From an optimization exercise on the open Yosys and OpenROAD flow, aimed at small area, a short achievable clock period and few clock cycles; shortcuts taken in it are not production practice. At most, simulation tests tie the RTL to the original design; equivalence was not proved. Power figures rest on the tool's default switching activity, not on a simulated workload.

## juniper
Design simd_histogram, start of the top module:
module simd_histogram (
	input             clk,
	input             rst_n,
	input             img_ready,
	output     [11:0] img_addr,
	input      [31:0] img_data,
	output            hist_we,
	output      [2:0] hist_addr,
	output     [15:0] hist_data,
	output reg        hist_transmit
);
For scale: roughly 470 cells after synthesis, about 160 flip-flops, ~5500 um^2 of cells after synthesis.
==> module Histogram, before the edit <==
module Histogram #(parameter INC = 0) (
	input        clk,
	input  [3:0] match,     
	input  [1:0] eq,        
	input  [1:0] ne,        
	input        clear,
	input  [4:0] loIn,      
	input        pIn,
	input  [9:0] hiIn,
	output reg [4:0] lo,    
	output       p,
	output reg [9:0] hi
);
wire a1 = match[0] & eq[0];
wire a0 = (match[0] | match[1]) & ne[0];
wire b1 = match[2] & eq[1];
wire b0 = (match[2] | match[3]) & ne[1];
wire s0 = loIn[0] ^ a0 ^ b0;
wire k0 = (loIn[0] & a0) | (b0 & (loIn[0] | a0));
wire t1 = loIn[1] ^ a1 ^ b1;
wire k1 = (loIn[1] & a1) | (b1 & (loIn[1] | a1));
wire s2 = t1 ^ k0;
wire c2 = k1 | (t1 & k0);
wire [4:0] loN = {loIn[4] ^ (c2 & loIn[3] & loIn[2]), loIn[3] ^ (c2 & loIn[2]), loIn[2] ^ c2, s2, s0};
wire       ovf = c2 & loIn[4] & loIn[3] & loIn[2];
always @(posedge clk) begin
	if (clear) lo <= 5'd0;
	else       lo <= loN;
end
generate
	if (INC) begin : G_INC
		wire [9:0] ones;
		wire       inc = pIn | ovf;
		genvar i;
		assign ones[0] = 1'b1;
		for (i = 1; i < 10; i = i + 1) begin : ONES
			assign ones[i] = ones[i-1] & hiIn[i-1];
		end
		always @(posedge clk) hi <= hiIn ^ (ones & {10{inc}});
		assign p = 1'b0;
	end else begin : G_MOVE
		reg pr;
		always @(posedge clk) begin
			if (clear) begin
				pr <= 1'b0;
				hi <= 10'd0;
			end else begin
				pr <= pIn | ovf;
				hi <= hiIn;
			end
		end
		assign p = pr;
	end
endgenerate
endmodule
==> module simd_histogram, before the edit <==
module simd_histogram (
	input             clk,
	input             rst_n,
	input             img_ready,
	output     [11:0] img_addr,
	input      [31:0] img_data,
	output            hist_we,
	output      [2:0] hist_addr,
	output     [15:0] hist_data,
	output reg        hist_transmit
);
localparam [2:0] U0 = 3'd7;
localparam [11:0] A_LAST = 12'h800;    
reg        busy;       
reg        rd;         
reg [11:0] addr;
reg        v1;         
reg        v2;         
reg        ow;         
reg  [2:0] u;          
reg [11:0] px;         
reg  [1:0] eq, ne;     
wire go    = rst_n & ((~busy & ~ow & img_ready) | rd);
wire start = v2 & ~v1;
wire [2:0] nu = 3'd2 - u;    
wire       fb = addr[11] ^ addr[5] ^ addr[3] ^ addr[0] ^ (addr[10:0] == 11'd0);
always @(posedge clk) begin
	px   <= {img_data[31:29] + nu, img_data[23:21] + nu, img_data[15:13] + nu, img_data[7:5] + nu};
	eq[0] <= v1 & (img_data[15:13] == img_data[7:5]);
	ne[0] <= v1 & (img_data[15:13] != img_data[7:5]);
	eq[1] <= v1 & (img_data[31:29] == img_data[23:21]);
	ne[1] <= v1 & (img_data[31:29] != img_data[23:21]);
	addr <= go ? {addr[10:0], fb} : 12'd0;
	if (~rst_n) begin
		busy <= 1'b0;
		rd   <= 1'b0;
		v1   <= 1'b0;
		v2   <= 1'b0;
		ow   <= 1'b1;
		u    <= U0;
		hist_transmit <= 1'b0;
	end else begin
		busy <= (busy & ~hist_transmit) | go;
		rd   <= go & (addr != A_LAST);
		v1   <= go;
		v2   <= v1;
		ow   <= start | (ow & (u != U0 + 3'd1));
		u    <= (busy | ow) ? u - 3'd1 : 3'd0;
		hist_transmit <= busy & ow & (u == U0 + 3'd2);
	end
end
assign img_addr  = addr;
assign hist_we   = ow;
assign hist_addr = u;
wire [4:0] lo [0:7];
wire       p  [0:7];
wire [9:0] hi [0:7];
genvar s, l;
generate
	for (s = 0; s < 8; s = s + 1) begin : SLOT
		wire [3:0] match;
		for (l = 0; l < 4; l = l + 1) begin : PIX
			assign match[l] = (px[3*l+2:3*l] == s);
		end
		Histogram #(.INC(s == 0)) H (
			.clk(clk), .match(match), .eq(eq), .ne(ne), .clear(s == 1 ? ow : 1'b0),
			.loIn(lo[(s + 7) % 8]), .pIn(p[(s + 7) % 8]), .hiIn(hi[(s + 7) % 8]),
			.lo(lo[s]), .p(p[s]), .hi(hi[s]));
	end
endgenerate
assign hist_data = {1'b0, hi[0], lo[0]};
endmodule
Settings: LEC_CHECK=0, CAP_MARGIN=20, CORE_MARGIN=2, CORE_UTILIZATION=40, CTS_BUF_LIST=sky130_fd_sc_hd__clkbuf_16, CTS_CLUSTER_DIAMETER=150, CTS_CLUSTER_SIZE=60, PLACE_DENSITY=0.6, SETUP_SLACK_MARGIN=3.85, SLEW_MARGIN=20; clock period 6.0 ns.
run.sh (not shown) runs the stock make flow with config.mk's settings and CLKGATE_MAP_FILE= SYNTH_SCRIPT=/design/flow/synth_recipe.tcl, a recipe that flattens the netlist after the stock synthesis.
Changes in fjord relative to juniper:
--- a/flow/design.v
+++ b/flow/design.v
@@ -5,9 +5,11 @@
 	input  [1:0] ne,        
 	input        clear,
 	input  [4:0] loIn,      
+	input        cyIn,
 	input        pIn,
 	input  [9:0] hiIn,
 	output reg [4:0] lo,    
+	output       cy,
 	output       p,
 	output reg [9:0] hi
 );
@@ -21,12 +23,19 @@
 wire k1 = (loIn[1] & a1) | (b1 & (loIn[1] | a1));
 wire s2 = t1 ^ k0;
 wire c2 = k1 | (t1 & k0);
-wire [4:0] loN = {loIn[4] ^ (c2 & loIn[3] & loIn[2]), loIn[3] ^ (c2 & loIn[2]), loIn[2] ^ c2, s2, s0};
-wire       ovf = c2 & loIn[4] & loIn[3] & loIn[2];
+wire [4:0] loN = {loIn[4] ^ (cyIn & loIn[3] & loIn[2]), loIn[3] ^ (cyIn & loIn[2]), loIn[2] ^ cyIn, s2, s0};
+wire       ovf = cyIn & loIn[4] & loIn[3] & loIn[2];
+reg cyr;
 always @(posedge clk) begin
-	if (clear) lo <= 5'd0;
-	else       lo <= loN;
+	if (clear) begin
+		lo  <= 5'd0;
+		cyr <= 1'b0;
+	end else begin
+		lo  <= loN;
+		cyr <= c2;
+	end
 end
+assign cy = cyr;
 generate
 	if (INC) begin : G_INC
 		wire [9:0] ones;
@@ -64,19 +73,20 @@
 	output     [15:0] hist_data,
 	output reg        hist_transmit
 );
-localparam [2:0] U0 = 3'd7;
+localparam [2:0] U0 = 3'd6;
 localparam [11:0] A_LAST = 12'h800;    
 reg        busy;       
 reg        rd;         
 reg [11:0] addr;
 reg        v1;         
 reg        v2;         
+reg        v3;         
 reg        ow;         
 reg  [2:0] u;          
 reg [11:0] px;         
 reg  [1:0] eq, ne;     
 wire go    = rst_n & ((~busy & ~ow & img_ready) | rd);
-wire start = v2 & ~v1;
+wire start = v3 & ~v2;
 wire [2:0] nu = 3'd2 - u;    
 wire       fb = addr[11] ^ addr[5] ^ addr[3] ^ addr[0] ^ (addr[10:0] == 11'd0);
 always @(posedge clk) begin
@@ -91,6 +101,7 @@
 		rd   <= 1'b0;
 		v1   <= 1'b0;
 		v2   <= 1'b0;
+		v3   <= 1'b0;
 		ow   <= 1'b1;
 		u    <= U0;
 		hist_transmit <= 1'b0;
@@ -99,6 +110,7 @@
 		rd   <= go & (addr != A_LAST);
 		v1   <= go;
 		v2   <= v1;
+		v3   <= v2;
 		ow   <= start | (ow & (u != U0 + 3'd1));
 		u    <= (busy | ow) ? u - 3'd1 : 3'd0;
 		hist_transmit <= busy & ow & (u == U0 + 3'd2);
@@ -108,6 +120,7 @@
 assign hist_we   = ow;
 assign hist_addr = u;
 wire [4:0] lo [0:7];
+wire       cy [0:7];
 wire       p  [0:7];
 wire [9:0] hi [0:7];
 genvar s, l;
@@ -119,8 +132,8 @@
 		end
 		Histogram #(.INC(s == 0)) H (
 			.clk(clk), .match(match), .eq(eq), .ne(ne), .clear(s == 1 ? ow : 1'b0),
-			.loIn(lo[(s + 7) % 8]), .pIn(p[(s + 7) % 8]), .hiIn(hi[(s + 7) % 8]),
-			.lo(lo[s]), .p(p[s]), .hi(hi[s]));
+			.loIn(lo[(s + 7) % 8]), .cyIn(cy[(s + 7) % 8]), .pIn(p[(s + 7) % 8]), .hiIn(hi[(s + 7) % 8]),
+			.lo(lo[s]), .cy(cy[s]), .p(p[s]), .hi(hi[s]));
 	end
 endgenerate
 assign hist_data = {1'b0, hi[0], lo[0]};
## What came out
- When fjord is set beside juniper, its area after synthesis turns out to be 190 um^2 larger.
- Delta (fjord minus juniper): fraction of layout instances using a drive strength above 1 moved down; sequential power now sits higher; non-clock buffer count has decreased; area share of buffers outside the clock network dropped 1.3 points; fmax +about 5%.
- The design area reported for fjord is smaller than that of juniper by 2.8%.
Testbench counts of fjord, summed over its fixed seeds: cycles 131,464.
For juniper, only the layout was checked, not whether the RTL still works.

## static timing again, ports no longer ideal
The flow's constraints put no driver on any port. The routed layouts listed below were extracted and timed again, unchanged, in two steps.
Step 1: set_driving_cell puts a clkbuf_16 on clk and a buf_2 on each other input, an assumption about the parent block.
Step 2 adds t to the input delays and takes it off the output delays; t is the mean of the earliest and latest rising clock arrival at the registers after step 1. Input paths then give back, and output paths get back, about the clock's delay inside the block.
Three values: ideal, step 1, step 2; two values: the first two.
run	t, ns	slack for setup (ns)	hold WS [ns]
juniper	0.456	3.794 / 3.794 / 3.460	0.325 / 0.325 / 0.325
fjord	0.464	3.897 / 3.855 / 3.466	0.323 / 0.323 / 0.323
After both steps setup and hold are still met in every run listed. The setup slack of fjord, which loses most, moves by -0.042 ns with the drivers and by -0.431 ns with both steps.
